Background: an optimization exercise with open tools, aiming at small area and few clock cycles. Do not read the settings as production practice.
RTL that was checked went through simulation tests only; none was proved equivalent to the original.

Setup of main:
==> flow/design.v <==
module LCD_CTRL(clk, reset, IROM_Q, cmd, cmd_valid, IROM_EN, IROM_A, IRB_RW, IRB_D, IRB_A, busy, done);
input            clk;
input            reset;
input      [7:0] IROM_Q;
input      [3:0] cmd;
input            cmd_valid;
output           IROM_EN;
output     [5:0] IROM_A;
output           IRB_RW;
output     [7:0] IRB_D;
output     [5:0] IRB_A;
output           busy;
output           done;
reg  [2:0] wr;           
reg  [2:0] wc;           
reg  [2:0] r0, r1;       
reg  [2:0] c0, c1;
reg        sact;         
reg  [1:0] sdir;         
reg  [2:0] sk;           
reg        ld_v;         
reg  [5:0] ld_a;
reg        wr_req;       
reg [63:0] dirty;
wire [7:0] pix   [0:63];
wire       rows_e = (r1 < r0);               
wire       av_u   = (r0 != 3'd0);
wire       av_d   = (r1 != 3'd7);
wire       av_l   = (c0 != 3'd0) & ~rows_e;
wire       av_r   = (c1 != 3'd7) & ~rows_e;
wire       full   = ~av_u & ~av_d & ~av_l & ~av_r;
wire [2:0] wr1    = wr + 3'd1;
wire [2:0] wc1    = wc + 3'd1;
wire       in_r   = ~rows_e & (wr >= r0) & (wr1 <= r1);
wire       in_c   = (wc >= c0) & (wc1 <= c1);
reg  [1:0] nd;
always @(*) begin
    if (av_d & ~(wr1 <= r1))      nd = 2'd1;
    else if (av_u & (wr < r0))    nd = 2'd0;
    else if (av_l & (wc < c0))    nd = 2'd2;
    else if (av_r & ~(wc1 <= c1)) nd = 2'd3;
    else if (av_u & (~av_d | (wr - r0) <= (r1 - wr1)) & (~av_l | (wr - r0) <= (wc - c0)) & (~av_r | (wr - r0) <= (c1 - wc1)))
                                  nd = 2'd0;
    else if (av_d & (~av_l | (r1 - wr1) <= (wc - c0)) & (~av_r | (r1 - wr1) <= (c1 - wc1)))
                                  nd = 2'd1;
    else if (av_l & (~av_r | (wc - c0) <= (c1 - wc1)))
                                  nd = 2'd2;
    else                          nd = 2'd3;
end
wire       issue  = sact | ~full;
wire [1:0] d      = sact ? sdir : nd;
wire [2:0] k      = sact ? sk : 3'd0;
wire [2:0] slast  = d[1] ? (r1 - r0) : (c1 - c0);
wire       last   = (k == slast);
reg  [2:0] qr, qc;       
always @(*) begin
    case (d)
        2'd0:    begin qr = r0 - 3'd1; qc = c0 + k;    end
        2'd1:    begin qr = r1 + 3'd1; qc = c0 + k;    end
        2'd2:    begin qr = r0 + k;    qc = c0 - 3'd1; end
        default: begin qr = r0 + k;    qc = c1 + 3'd1; end
    endcase
end
assign IROM_EN = ~(issue | reset);
assign IROM_A  = reset ? 6'd27 : {qr, qc};
always @(posedge clk) begin
    if (reset) begin
        r0   <= 3'd3;
        r1   <= 3'd2;
        c0   <= 3'd3;
        c1   <= 3'd4;
        sact <= 1'b1;
        sdir <= 2'd1;
        sk   <= 3'd1;
        ld_v <= 1'b1;
        ld_a <= 6'd27;
    end else begin
        ld_v <= issue;
        ld_a <= {qr, qc};
        if (issue) begin
            sact <= ~last;
            sdir <= d;
            sk   <= k + 3'd1;
            if (last) begin
                case (d)
                    2'd0:    r0 <= r0 - 3'd1;
                    2'd1:    r1 <= r1 + 3'd1;
                    2'd2:    c0 <= c0 - 3'd1;
                    default: c1 <= c1 + 3'd1;
                endcase
            end
        end
    end
end
wire       ld_in  = ((ld_a[5:3] == wr) | (ld_a[5:3] == wr1)) & ((ld_a[2:0] == wc) | (ld_a[2:0] == wc1));
wire       ready  = in_r & in_c & ~(ld_v & ld_in);
wire       load_end = full & ~sact & ~ld_v;
wire       flushing  = wr_req & load_end;
wire       any_dirty = |dirty;
assign done = flushing & ~any_dirty;
reg        pv;           
reg  [3:0] pc;
assign busy = ~done & (wr_req | pv);
wire       take    = cmd_valid & ~busy;
wire [3:0] ec      = pv ? pc : cmd;      
wire       is_data = (ec == 4'd5) | (ec == 4'd6) | (ec == 4'd7) |
                     (ec == 4'd9) | (ec == 4'd10) | (ec == 4'd11) | (ec == 4'd12);
wire       exec    = (pv | take) & (~is_data | ready);
wire       cmd_we  = exec & is_data;
always @(posedge clk) begin
    if (reset) begin
        pv <= 1'b0;
        pc <= 4'd0;
    end else begin
        pv <= (pv | take) & ~exec;
        if (take)
            pc <= cmd;
    end
end
always @(posedge clk) begin
    if (reset) begin
        wr     <= 3'd3;
        wc     <= 3'd3;
        wr_req <= 1'b0;
    end else if (exec) begin
        case (ec)
            4'd0: wr_req <= 1'b1;
            4'd1: if (wr != 3'd0) wr <= wr - 3'd1;
            4'd2: if (wr != 3'd6) wr <= wr + 3'd1;
            4'd3: if (wc != 3'd0) wc <= wc - 3'd1;
            4'd4: if (wc != 3'd6) wc <= wc + 3'd1;
            4'd8: begin wr <= 3'd3; wc <= 3'd3; end
            default: ;
        endcase
    end
end
reg  [5:0] fa;           
integer    n;
always @(*) begin
    fa = 6'd0;
    for (n = 63; n >= 0; n = n - 1)
        if (dirty[n]) fa = n[5:0];
end
wire       flush_we = flushing & any_dirty;
wire [1:0] rh0 = wr[2:1] + {1'b0, wr[0]};
wire [1:0] rh1 = wr[2:1];
wire [1:0] ch0 = wc[2:1] + {1'b0, wc[0]};
wire [1:0] ch1 = wc[2:1];
wire [5:0] wa [0:3];     
assign wa[0] = {rh0, 1'b0, ch0, 1'b0};
assign wa[1] = {rh0, 1'b0, ch1, 1'b1};
assign wa[2] = {rh1, 1'b1, ch0, 1'b0};
assign wa[3] = {rh1, 1'b1, ch1, 1'b1};
wire [5:0] ra [0:3];     
wire [7:0] bv [0:3];     
genvar b;
generate
    for (b = 0; b < 4; b = b + 1) begin : g_rd
        assign ra[b] = flushing ? {fa[5:4], b[1], fa[2:1], b[0]} : wa[b];
        assign bv[b] = pix[ra[b]];
    end
endgenerate
wire [9:0] sum = bv[0] + bv[1] + bv[2] + bv[3];
wire [7:0] avg = sum[9:2];
reg  [7:0] nv [0:3];     
integer    j;
always @(*) begin
    for (j = 0; j < 4; j = j + 1) begin
        case (ec)
            4'd5:    nv[j] = avg;
            4'd6:    nv[j] = bv[j ^ 2];
            4'd7:    nv[j] = bv[j ^ 1];
            4'd9:    nv[j] = (bv[j][7:6] == 2'b11) ? 8'd255 : {bv[j][7:6] + 2'd1, bv[j][5:0]};
            4'd10:   nv[j] = (bv[j][7:6] == 2'b00) ? 8'd0   : {bv[j][7:6] - 2'd1, bv[j][5:0]};
            4'd11:   nv[j] = (bv[j] > 8'd128) ? 8'd255 : 8'd0;
            default: nv[j] = (bv[j] < 8'd128) ? 8'd255 : 8'd0;
        endcase
    end
end
wire [1:0] fb = {fa[3], fa[0]};
genvar a;
generate
    for (a = 0; a < 64; a = a + 1) begin : g_pix
        wire [1:0] bk    = {a[3], a[0]};
        wire       sel   = (ra[bk] == a);
        wire       c_hit = cmd_we & sel;
        wire       l_hit = ld_v & (ld_a == a);
        wire       h_hit = ~(c_hit | l_hit);
        reg  [7:0] q;
        always @(posedge clk)
            q <= ({8{c_hit}} & nv[bk]) | ({8{l_hit}} & IROM_Q) | ({8{h_hit}} & q);
        assign pix[a] = q;
        always @(posedge clk)
            dirty[a] <= ~reset & (c_hit | (dirty[a] & ~(flush_we & sel & (fb == bk))));
    end
endgenerate
assign IRB_RW = ~((ld_v & ~reset) | flush_we);
assign IRB_A  = ld_v ? ld_a : fa;
assign IRB_D  = ld_v ? IROM_Q : bv[fb];
endmodule
clock: 10.0 ns
lec_check: 0
cap_margin: 20
core_margin: 2
core_utilization: 45
cts_cluster_diameter: 100
cts_cluster_size: 20
place_density: 0.55
slew_margin: 20
run.sh (not shown) runs the stock make flow with config.mk's settings and CLKGATE_MAP_FILE= SYNTH_SCRIPT=/design/flow/synth_recipe.tcl, a recipe that flattens the netlist after the stock synthesis.
Testbench counts of main, summed over its fixed seeds: cycles 6,545.
Input-level comparison between the feature branch and main:
--- a/flow/design.v
+++ b/flow/design.v
@@ -64,5 +64,5 @@
 assign IROM_EN = ~(issue | reset);
 assign IROM_A  = reset ? 6'd27 : {qr, qc};
-always @(posedge clk) begin
+always @(posedge clk or posedge reset) begin
     if (reset) begin
         r0   <= 3'd3;
@@ -108,5 +108,5 @@
 wire       exec    = (pv | take) & (~is_data | ready);
 wire       cmd_we  = exec & is_data;
-always @(posedge clk) begin
+always @(posedge clk or posedge reset) begin
     if (reset) begin
         pv <= 1'b0;
@@ -118,5 +118,5 @@
     end
 end
-always @(posedge clk) begin
+always @(posedge clk or posedge reset) begin
     if (reset) begin
         wr     <= 3'd3;
Results
- The feature branch finished every step from synthesis to the final layout, and the layout passed the timing, design-rule and antenna checks.
- Slowest stage cell on the critical path = sky130_fd_sc_hd__a21boi_4: the feature branch; slowest stage cell on the critical path = sky130_fd_sc_hd__o2111a_1: main
- Max fraction of met3 tracks used by global routing across main and the feature branch: the feature branch
- Compared with main, in the feature branch global-route wire length before repair went up by about 7%; routability-driven placement congestion ratio went down by about 0.6%.
- Global-route usage (the feature branch over main): increase, 2.9 points
- [the feature branch] post-synthesis to final-layout area growth rose 0.79 points relative to main
- Per the comparison of the feature branch with main, clock latency reported for the late side of the worst-skew pair shows an increase of 0.02 ns; routed wire length shows an increase of 8.3%.
- Looking at start point of the critical path, the r0[2] result is from main; the r1[1] one comes from the feature branch.
Testbench counts of the feature branch, summed over its fixed seeds: cycles 6,545.

---

RTL: the design.v shown in full above, as it stands there.
clock: 10.0 ns
lec_check: 0
cap_margin: 10
core_margin: 2
core_utilization: 50
cts_cluster_diameter: 110
cts_cluster_size: 24
place_density: 0.6
slew_margin: 10
Testbench counts at the start, summed over its fixed seeds: cycles 6,545.
Edit:
--- a/flow/design.v
+++ b/flow/design.v
@@ -14,13 +14,13 @@
 reg  [2:0] wr;           
 reg  [2:0] wc;           
 reg  [2:0] r0, r1;       
 reg  [2:0] c0, c1;
 reg        sact;         
 reg  [1:0] sdir;         
-reg  [2:0] sk;           
+reg  [2:0] ilo, ihi;     
 reg        ld_v;         
 reg  [5:0] ld_a;
 reg        wr_req;       
 reg [63:0] dirty;
 wire [7:0] pix   [0:63];
 wire       rows_e = (r1 < r0);               
@@ -46,57 +46,76 @@
     else if (av_l & (~av_r | (wc - c0) <= (c1 - wc1)))
                                   nd = 2'd2;
     else                          nd = 2'd3;
 end
 wire       issue  = sact | ~full;
 wire [1:0] d      = sact ? sdir : nd;
-wire [2:0] k      = sact ? sk : 3'd0;
-wire [2:0] slast  = d[1] ? (r1 - r0) : (c1 - c0);
-wire       last   = (k == slast);
+wire [2:0] lb     = d[1] ? r0 : c0;      
+wire [2:0] hb     = d[1] ? r1 : c1;
+wire [2:0] wp     = d[1] ? wr : wc;      
+wire [2:0] st     = (wp < lb) ? lb : ((wp > hb) ? hb : wp);
+wire       up_hi  = (ihi != hb);
+wire [2:0] k      = ~sact ? st : (up_hi ? ihi + 3'd1 : ilo - 3'd1);
+wire [2:0] nlo    = (~sact | ~up_hi) ? k : ilo;
+wire [2:0] nhi    = (~sact |  up_hi) ? k : ihi;
+wire       last   = (nlo == lb) & (nhi == hb);
 reg  [2:0] qr, qc;       
 always @(*) begin
     case (d)
-        2'd0:    begin qr = r0 - 3'd1; qc = c0 + k;    end
-        2'd1:    begin qr = r1 + 3'd1; qc = c0 + k;    end
-        2'd2:    begin qr = r0 + k;    qc = c0 - 3'd1; end
-        default: begin qr = r0 + k;    qc = c1 + 3'd1; end
+        2'd0:    begin qr = r0 - 3'd1; qc = k;         end
+        2'd1:    begin qr = r1 + 3'd1; qc = k;         end
+        2'd2:    begin qr = k;         qc = c0 - 3'd1; end
+        default: begin qr = k;         qc = c1 + 3'd1; end
     endcase
 end
 assign IROM_EN = ~(issue | reset);
 assign IROM_A  = reset ? 6'd27 : {qr, qc};
 always @(posedge clk) begin
     if (reset) begin
         r0   <= 3'd3;
         r1   <= 3'd2;
         c0   <= 3'd3;
         c1   <= 3'd4;
         sact <= 1'b1;
         sdir <= 2'd1;
-        sk   <= 3'd1;
+        ilo  <= 3'd3;
+        ihi  <= 3'd3;
         ld_v <= 1'b1;
         ld_a <= 6'd27;
     end else begin
         ld_v <= issue;
         ld_a <= {qr, qc};
         if (issue) begin
             sact <= ~last;
             sdir <= d;
-            sk   <= k + 3'd1;
+            ilo  <= nlo;
+            ihi  <= nhi;
             if (last) begin
                 case (d)
                     2'd0:    r0 <= r0 - 3'd1;
                     2'd1:    r1 <= r1 + 3'd1;
                     2'd2:    c0 <= c0 - 3'd1;
                     default: c1 <= c1 + 3'd1;
                 endcase
             end
         end
     end
 end
+reg  [2:0] er0, er1, ec0, ec1;
+always @(*) begin
+    er0 = r0; er1 = r1; ec0 = c0; ec1 = c1;
+    case (sdir)
+        2'd0:    begin er0 = r0 - 3'd1; ec0 = ilo; ec1 = ihi; end
+        2'd1:    begin er1 = r1 + 3'd1; ec0 = ilo; ec1 = ihi; end
+        2'd2:    begin ec0 = c0 - 3'd1; er0 = ilo; er1 = ihi; end
+        default: begin ec1 = c1 + 3'd1; er0 = ilo; er1 = ihi; end
+    endcase
+end
+wire       in_s   = sact & (wr >= er0) & (wr1 <= er1) & (wc >= ec0) & (wc1 <= ec1);
 wire       ld_in  = ((ld_a[5:3] == wr) | (ld_a[5:3] == wr1)) & ((ld_a[2:0] == wc) | (ld_a[2:0] == wc1));
-wire       ready  = in_r & in_c & ~(ld_v & ld_in);
+wire       ready  = ((in_r & in_c) | in_s) & ~(ld_v & ld_in);
 wire       load_end = full & ~sact & ~ld_v;
 wire       flushing  = wr_req & load_end;
 wire       any_dirty = |dirty;
 assign done = flushing & ~any_dirty;
 reg        pv;           
 reg  [3:0] pc;
What happened:
- The changed run ran to the end with no violations
- synthesized area came out higher by 5.4%
- routed wire length rises by 5.5%
- via count grows by 8.0%
- fmax decreases by 4.9%
- design area grows by 6.2%
No functional check of the RTL was part of the second run of this note.

[port drivers added, routing unchanged]
In the flow no input, the clock included, has a driving cell. The finished layouts below were timed again as built, in two steps.
Step 1, drivers: a clkbuf_16 drives clk and a buf_2 each remaining input, both assumed.
Step 2 also shifts input and output timing later by t, the mid clock arrival at the registers, as if the neighbouring blocks saw the same clock.
Three values: no drivers, after step 1, after step 2; two values: the first two.
run | t (ns) | slack for setup (ns) | pins driven straight from the clock port
main | 0.664 | 0.866 / 0.866 / 0.866 | 1
the feature branch | 0.669 | 0.611 / 0.611 / 0.611 | 1
the first run of note 2 | 0.708 | 0.892 / 0.832 / 1.163 | 1
the second run of note 2 | 0.719 | 0.418 / 0.353 / 1.062 | 1
After both steps every run listed still meets setup and hold.
